From an optimization exercise on the open Yosys and OpenROAD flow, aimed at small area, a short achievable clock period and few clock cycles per item; shortcuts taken in it are not production practice. At most, simulation tests tie the RTL to the original design; equivalence was not proved. The clock port is modelled as an ideal driver, which makes a skipped or thinned clock tree look cheaper than it is; a real chip needs a root buffer or a tree.

==> run a: inputs <==
Design sqrt, start of the top module:
module sqrt #(parameter width=64)
(
input                           clk,
input                           rst_n,
input                           start,
input   [width - 1'b1 : 0]      sqrt_data,
output  [width/2 - 1'b1 : 0]    sqrt_o,
output                          done
);
Settings: LEC_CHECK=0, ABC_AREA=1, CAP_MARGIN=20, CORE_MARGIN=2, CORE_UTILIZATION=40, SLEW_MARGIN=20; clock period 30.0 ns.
standard.sh (not shown) runs the stock make flow with config.mk's settings and CLKGATE_MAP_FILE= SYNTH_SCRIPT=/design/flow/synth_recipe.tcl, a recipe that flattens the netlist after the stock synthesis.
==> flow/flow/run.sh <==
#!/bin/bash
# The standard layout, except for two steps:
#  - each port is buffered by a small buf_1 cell instead of the cell that
#    buffer_ports picks by default (clkdlybuf4s50_1);
#  - the clock tree is built by flow/my_cts.tcl instead of TritonCTS: the
#    clock port drives 4 clkbuf_8 cells, each at the centre of a quarter of
#    the flip-flops, and each of them drives 2 clkbuf_16 leaf buffers at the
#    centres of smaller clusters.
# Each step's output goes to a log file of its own in this folder.
set -euo pipefail
export BUFFER_PORTS_ARGS="-buffer_cell sky130_fd_sc_hd__buf_1"
RES=orfs/results/${FLOW_PLATFORM}/sqrt/base
bash standard.sh place > standard_place.log 2>&1
RES=$RES CTS_NSUB=2 CTS_L1=sky130_fd_sc_hd__clkbuf_8 CTS_BUF=sky130_fd_sc_hd__clkbuf_16 \
  LIB=$(ls ${FLOW_HOME}/platforms/${FLOW_PLATFORM}/lib/sky130_fd_sc_hd__tt_025C_1v80.lib) \
  PLATFORM_DIR=${FLOW_HOME}/platforms/${FLOW_PLATFORM} \
  openroad -no_init -exit flow/my_cts.tcl > my_cts.log 2>&1
cp $RES/4_1_cts.odb $RES/4_cts.odb
touch $RES/4_cts.sdc
bash standard.sh > standard_finish.log 2>&1
==> flow/flow/my_cts.tcl <==
# A two-level clock tree built by hand: the clock port drives 4 buffers
# (CTS_L1), each at the centre of a quarter of the flip-flops; each of them
# drives CTS_NSUB leaf buffers (CTS_BUF) at the centres of smaller clusters.
# Reads RES/3_place.odb and RES/3_place.sdc, writes RES/4_1_cts.odb and
# RES/4_cts.sdc.
set res  $::env(RES)
set nsub $::env(CTS_NSUB)
read_db $res/3_place.odb
read_liberty $::env(LIB)
read_sdc $res/3_place.sdc
source $::env(PLATFORM_DIR)/setRC.tcl

# k-means with a size limit; pts is a list of {x y}; returns the cluster
# index of each point and the centres
proc kmeans {pts nb} {
  set n [llength $pts]
  set order [lsort -real -indices [lmap p $pts {expr {[lindex $p 0] + 2 * [lindex $p 1]}}]]
  set cs {}
  for {set k 0} {$k < $nb} {incr k} {
    lappend cs [lindex $pts [lindex $order [expr {int(($k + 0.5) * $n / $nb)}]]]
  }
  set cap [expr {int(ceil(1.1 * $n / $nb))}]
  for {set iter 0} {$iter < 30} {incr iter} {
    set pairs {}
    for {set i 0} {$i < $n} {incr i} {
      lassign [lindex $pts $i] x y
      for {set k 0} {$k < $nb} {incr k} {
        lassign [lindex $cs $k] cx cy
        lappend pairs [list [expr {abs($x - $cx) + abs($y - $cy)}] $i $k]
      }
    }
    set cnt [lrepeat $nb 0]
    set asg [lrepeat $n -1]
    foreach p [lsort -real -index 0 $pairs] {
      lassign $p d i k
      if {[lindex $asg $i] >= 0 || [lindex $cnt $k] >= $cap} continue
      lset asg $i $k
      lset cnt $k [expr {[lindex $cnt $k] + 1}]
    }
    set sx [lrepeat $nb 0.0]; set sy [lrepeat $nb 0.0]
    for {set i 0} {$i < $n} {incr i} {
      set k [lindex $asg $i]
      lassign [lindex $pts $i] x y
      lset sx $k [expr {[lindex $sx $k] + $x}]
      lset sy $k [expr {[lindex $sy $k] + $y}]
    }
    for {set k 0} {$k < $nb} {incr k} {
      if {[lindex $cnt $k] > 0} {
        lset cs $k [list [expr {[lindex $sx $k] / [lindex $cnt $k]}] [expr {[lindex $sy $k] / [lindex $cnt $k]}]]
      }
    }
  }
  return [list $asg $cs $cnt]
}

set block [ord::get_db_block]
set clknet [$block findNet clk]
set sinks {}
set pts {}
foreach it [$clknet getITerms] {
  if {![$it isInputSignal]} continue
  lappend sinks $it
  set b [[$it getInst] getBBox]
  lappend pts [list [expr {([$b xMin] + [$b xMax]) / 2.0}] [expr {([$b yMin] + [$b yMax]) / 2.0}]]
}
puts "clock sinks: [llength $sinks]"

proc add_buf {block name master x y in_net} {
  set inst [odb::dbInst_create $block $master $name]
  $inst setLocation [expr {int($x)}] [expr {int($y)}]
  $inst setPlacementStatus PLACED
  set net [odb::dbNet_create $block "net_$name"]
  $net setSigType CLOCK
  [$inst findITerm A] connect $in_net
  [$inst findITerm X] connect $net
  return $net
}

set m1 [[ord::get_db] findMaster $::env(CTS_L1)]
set m2 [[ord::get_db] findMaster $::env(CTS_BUF)]
lassign [kmeans $pts 4] asg cs cnt
puts "level 1 clusters: $cnt"
for {set k 0} {$k < 4} {incr k} {
  set idx {}
  set sub {}
  for {set i 0} {$i < [llength $sinks]} {incr i} {
    if {[lindex $asg $i] == $k} { lappend idx $i; lappend sub [lindex $pts $i] }
  }
  lassign [lindex $cs $k] x y
  set n1 [add_buf $block "clkbuf_l1_$k" $m1 $x $y $clknet]
  lassign [kmeans $sub $nsub] asg2 cs2 cnt2
  puts "  level 2 clusters of $k: $cnt2"
  for {set j 0} {$j < $nsub} {incr j} {
    lassign [lindex $cs2 $j] x2 y2
    set leaf($j) [add_buf $block "clkbuf_l2_${k}_$j" $m2 $x2 $y2 $n1]
  }
  for {set t 0} {$t < [llength $idx]} {incr t} {
    set it [lindex $sinks [lindex $idx $t]]
    $it disconnect
    $it connect $leaf([lindex $asg2 $t])
  }
}
$clknet setSigType CLOCK
detailed_placement
check_placement -verbose
estimate_parasitics -placement
set_propagated_clock [all_clocks]
report_clock_latency
puts "worst setup [worst_slack -max] hold [worst_slack -min]"
write_db $res/4_1_cts.odb
unset_propagated_clock [all_clocks]
write_sdc $res/4_cts.sdc
==> inputs of run b, as changes to run a <==
--- a/flow/design.v
+++ b/flow/design.v
@@ -50,29 +50,31 @@
     for (gi = 0; gi < 2; gi = gi + 1) begin : g_l3
         assign lv3[gi] = lv2[2*gi+1] | lv2[2*gi];
         assign lp3[gi] = lv2[2*gi+1] ? {1'b1, lp2[2*gi+1]} : {1'b0, lp2[2*gi]};
     end
 endgenerate
 wire [3:0] lead = lv3[1] ? {1'b1, lp3[1]} : {1'b0, lp3[0]};
-wire [3:0] lead1 = {lead[3:1], lead[0] | (lead[3:1] == 3'd0)};
-wire [3:0] c    = first ? lead1 : n;
-wire       last = (c[3:1] == 3'd0);
+wire [3:0] lead2 = (lead[3:1] == 3'd0) ? 4'd2 : lead;
+wire [3:0] c    = first ? lead2 : n;
+wire       last = first ? (lead <= 4'd2) : (c[3:1] == 3'd0);
 wire [3:0] bo [0:3];
 generate
     for (gi = 0; gi < 4; gi = gi + 1) begin : g_bank
         wire [15:0] bank = {x[(12+gi)*4 +: 4], x[(8+gi)*4 +: 4], x[(4+gi)*4 +: 4], x[gi*4 +: 4]};
         wire [1:0]  bsel = c[3:2] - (gi > c[1:0]);
         assign bo[gi] = bank[bsel*4 +: 4];
     end
 endgenerate
 wire [1:0] c0 = c[1:0];
 wire [1:0] c1 = c[1:0] - 2'd1;
 wire [1:0] c2 = c[1:0] - 2'd2;
+wire [1:0] c3 = c[1:0] - 2'd3;
 wire [3:0] ghi  = bo[c0];
 wire [3:0] glo  = bo[c1];
-wire [3:0] gpre = bo[c2];
+wire [3:0] g3   = bo[c2];
+wire [3:0] gpre = first ? bo[c3] : bo[c2];
 wire [7:0] v8 = {ghi, glo};
 reg  [3:0] s8;
 reg  [5:0] r0;
 always @* begin
     case (v8)
         8'd0: {s8, r0} = {4'd0, 6'd63};
@@ -331,12 +333,19 @@
         8'd253: {s8, r0} = {4'd15, 6'd28};
         8'd254: {s8, r0} = {4'd15, 6'd29};
         8'd255: {s8, r0} = {4'd15, 6'd30};
         default: {s8, r0} = 10'd0;
     endcase
 end
+wire       fn0  = r0[5];
+wire [8:0] f1   = {r0[5], r0, g3[3:2]} + {~fn0, ~fn0, fn0 ? {1'b0, s8} : ~{1'b0, s8}, 2'b11};
+wire       fn1  = f1[8];
+wire [4:0] fq1  = {s8, ~fn1};
+wire [8:0] f2   = {f1[6:0], g3[1:0]} + {~fn1, fn1 ? {1'b0, fq1} : ~{1'b0, fq1}, 2'b11};
+wire       fn2  = f2[8];
+wire [5:0] fq2  = {fq1, ~fn2};
 wire [29:0] q0   = root[29:0];
 wire        neg0 = rem[31];
 wire [32:0] r1;
 wire [29:0] qx0  = q0 ^ {{10{~neg_c}}, {10{~neg_b}}, {10{~neg0}}};
 bk_add #(.W(33)) u_add1 (.a({rem[30:0], grp[3:2]}), .b({~neg0, qx0, 2'b11}), .s(r1));
 wire        neg1 = r1[32];
@@ -356,19 +365,19 @@
     end
 end
 always @(posedge clk) begin
     first <= idle;
     if (idle)
         x <= sqrt_data;
-    n   <= c - 1'b1;
+    n   <= first ? c - 2'd2 : c - 1'b1;
     grp <= gpre;
-    rem <= first ? {{26{r0[5]}}, r0} : r2[31:0];
-    neg_b <= first ? r0[5] : r2[33];
-    neg_c <= first ? r0[5] : r2[32];
+    rem <= first ? {{23{f2[8]}}, f2} : r2[31:0];
+    neg_b <= first ? f2[8] : r2[33];
+    neg_c <= first ? f2[8] : r2[32];
     if (busy)
-        root <= first ? {28'd0, s8} : {q1, ~neg2};
+        root <= first ? {26'd0, fq2} : {q1, ~neg2};
 end
 endmodule
 module bk_add #(parameter W=33)
 (
 input   [W-1:0] a,
 input   [W-1:0] b,
==> inputs of run c, as changes to run a <==
--- a/flow/design.v
+++ b/flow/design.v
@@ -339,14 +339,16 @@
 wire [32:0] r1;
 wire [29:0] qx0  = q0 ^ {{10{~neg_c}}, {10{~neg_b}}, {10{~neg0}}};
 bk_add #(.W(33)) u_add1 (.a({rem[30:0], grp[3:2]}), .b({~neg0, qx0, 2'b11}), .s(r1));
 wire        neg1 = r1[32];
 wire [30:0] q1   = {q0, ~neg1};
 wire [33:0] r2;
-wire        t1   = neg0 ^ neg1;
-bk_add #(.W(34)) u_add2 (.a({r1[31:0], grp[1:0]}), .b({~neg1, qx0 ^ {30{t1}}, 3'b011}), .s(r2));
+wire        t1a  = neg0  ^ neg1;
+wire        t1b  = neg_b ^ neg1;
+wire        t1c  = neg_c ^ neg1;
+bk_add #(.W(34)) u_add2 (.a({r1[31:0], grp[1:0]}), .b({~neg1, qx0 ^ {{10{t1c}}, {10{t1b}}, {10{t1a}}}, 3'b011}), .s(r2));
 wire        neg2 = r2[33];
 wire idle_nx = accept ? 1'b0 : (idle | last);
 always @(posedge clk or negedge rst_n) begin
     if (!rst_n) begin
         idle   <= 1'b1;
         busy_o <= 1'b0;
==> inputs of run d, as changes to run a <==
--- a/flow/design.v
+++ b/flow/design.v
@@ -11,14 +11,12 @@
 reg                 busy_o;      
 reg                 first;       
 reg  [63:0]         x;           
 reg  [3:0]          n;           
 reg  [3:0]          grp;         
 reg  [31:0]         rem;         
-reg                 neg_b;       
-reg                 neg_c;
 reg  [31:0]         root;        
 wire busy   = ~idle;
 wire accept = start & idle;
 assign done   = ~busy_o;
 assign sqrt_o = root;
 wire [15:0] nz;
@@ -334,19 +332,17 @@
         default: {s8, r0} = 10'd0;
     endcase
 end
 wire [29:0] q0   = root[29:0];
 wire        neg0 = rem[31];
 wire [32:0] r1;
-wire [29:0] qx0  = q0 ^ {{10{~neg_c}}, {10{~neg_b}}, {10{~neg0}}};
-bk_add #(.W(33)) u_add1 (.a({rem[30:0], grp[3:2]}), .b({~neg0, qx0, 2'b11}), .s(r1));
+bk_add #(.W(33)) u_add1 (.a({rem[30:0], grp[3:2]}), .b({~neg0, q0 ^ {30{~neg0}}, 2'b11}), .s(r1));
 wire        neg1 = r1[32];
 wire [30:0] q1   = {q0, ~neg1};
 wire [33:0] r2;
-wire        t1   = neg0 ^ neg1;
-bk_add #(.W(34)) u_add2 (.a({r1[31:0], grp[1:0]}), .b({~neg1, qx0 ^ {30{t1}}, 3'b011}), .s(r2));
+bk_add #(.W(34)) u_add2 (.a({r1[31:0], grp[1:0]}), .b({~neg1, q1 ^ {31{~neg1}}, 2'b11}), .s(r2));
 wire        neg2 = r2[33];
 wire idle_nx = accept ? 1'b0 : (idle | last);
 always @(posedge clk or negedge rst_n) begin
     if (!rst_n) begin
         idle   <= 1'b1;
         busy_o <= 1'b0;
@@ -359,14 +355,12 @@
     first <= idle;
     if (idle)
         x <= sqrt_data;
     n   <= c - 1'b1;
     grp <= gpre;
     rem <= first ? {{26{r0[5]}}, r0} : r2[31:0];
-    neg_b <= first ? r0[5] : r2[33];
-    neg_c <= first ? r0[5] : r2[32];
     if (busy)
         root <= first ? {28'd0, s8} : {q1, ~neg2};
 end
 endmodule
 module bk_add #(parameter W=33)
 (
==> flow/flow/run.sh (replaced) <==
#!/bin/bash
# The standard layout, with each port buffered by a small buf_1 cell instead
# of the cell buffer_ports picks by default (clkdlybuf4s50_1).
set -euo pipefail
export BUFFER_PORTS_ARGS="-buffer_cell sky130_fd_sc_hd__buf_1"
bash standard.sh > standard.log 2>&1
--- a/flow/config.mk
+++ b/flow/config.mk
@@ -5,8 +5,9 @@
 export SDC_FILE = /design/flow/constraint.sdc
 export NUM_CORES = 4
 export LEC_CHECK = 0
 export ABC_AREA = 1
 export CAP_MARGIN = 20
 export CORE_MARGIN = 2
-export CORE_UTILIZATION = 40
+export CORE_UTILIZATION = 65
+export CTS_BUF_LIST = sky130_fd_sc_hd__clkbuf_8
 export SLEW_MARGIN = 20
removed: flow/flow/my_cts.tcl
==> impl_metrics.env <==
export IMPL_die_w_um=126
export IMPL_drive_above_1_share=0.0995
export IMPL_hold_slack_ns=0.461
export IMPL_grt_pass1_wl_um=34200
export IMPL_multi_input_area_um2=5330
export IMPL_r2r_start="rem[31]"
export IMPL_seq_share=0.357
export IMPL_status="timing/DRC/antenna clean"
That was run d.
==> impl_metrics.env <==
export IMPL_grt_pass1_wl_um=35400
export IMPL_critical_path_required_ns=30.05
export IMPL_final_common_cell="nand2_1"
export IMPL_die_w_um=160
export IMPL_drive_above_1_share=0.0816
export IMPL_fillCellCount=2305
export IMPL_fin_cells=1447
export IMPL_largest_reg_flops=64
export IMPL_multi_input_area_um2=5360
export IMPL_top_usage_layer="met2"
export IMPL_seq_share=0.358
export IMPL_hold_slack_ns=0.419
export IMPL_r2r_start="rem[31]"
export IMPL_status="timing/DRC/antenna clean"
That was run c.
==> impl_metrics.env <==
export IMPL_status="timing/DRC/antenna clean"
export IMPL_r2r_start="x[62]"
export IMPL_drive_above_1_share=0.0605
export IMPL_hold_slack_ns=0.457
export IMPL_seq_share=0.335
export IMPL_multi_input_area_um2=6040
export IMPL_grt_pass1_wl_um=38700
export IMPL_die_w_um=165
That was run b.
==> impl_metrics.env <==
export IMPL_avgSynthCellArea_um2=9.30
export IMPL_multi_input_area_um2=5300
export IMPL_status="timing/DRC/antenna clean"
export IMPL_largest_reg_flops=64
export IMPL_grt_pass1_wl_um=36900
export IMPL_synth_edf_count=96
export IMPL_hold_slack_ns=0.439
export IMPL_drive_above_1_share=0.0786
export IMPL_r2r_start="rem[31]"
export IMPL_multi_input_comb_cells=770
export IMPL_seq_share=0.361
That was run a.
Testbench counts of run a, summed over its fixed seeds: cycles 40,378, ops 4,800.
Testbench counts of run d, summed over its fixed seeds: cycles 40,378, ops 4,800.
Only the layout flow was run in run b and run c; the RTL was not checked for function there. The clock cells of run a, run b and run c come from the design's own scripts or RTL, not from TritonCTS.

[port drivers added, routing unchanged]
The results above use ideal ports. As a check the final layouts listed here were re-extracted and re-timed, cells and wires unchanged. Step 1 sets driving cells, clkbuf_16 on the clock port and buf_2 on the other inputs (assumed; they add their load-dependent delay and slew). Step 2 also shifts input and output timing later by t, the mid clock arrival at the registers, as if the neighbouring blocks saw the same clock. Slacks: no drivers / after step 1 / after step 2; pairs: no drivers / after step 1.
run | t, ns | setup slack, ns | worst data-port slew with drivers (ns)
run a | 0.372 | 23.007 / 22.925 / 23.113 | 0.03
run b | 0.381 | 21.169 / 21.169 / 21.169 | 0.03
run c | 0.372 | 22.554 / 22.554 / 22.554 | 0.04
run d | 0.490 | 22.822 / 22.783 / 22.919 | 0.04
After both steps setup and hold are still met in every run listed.
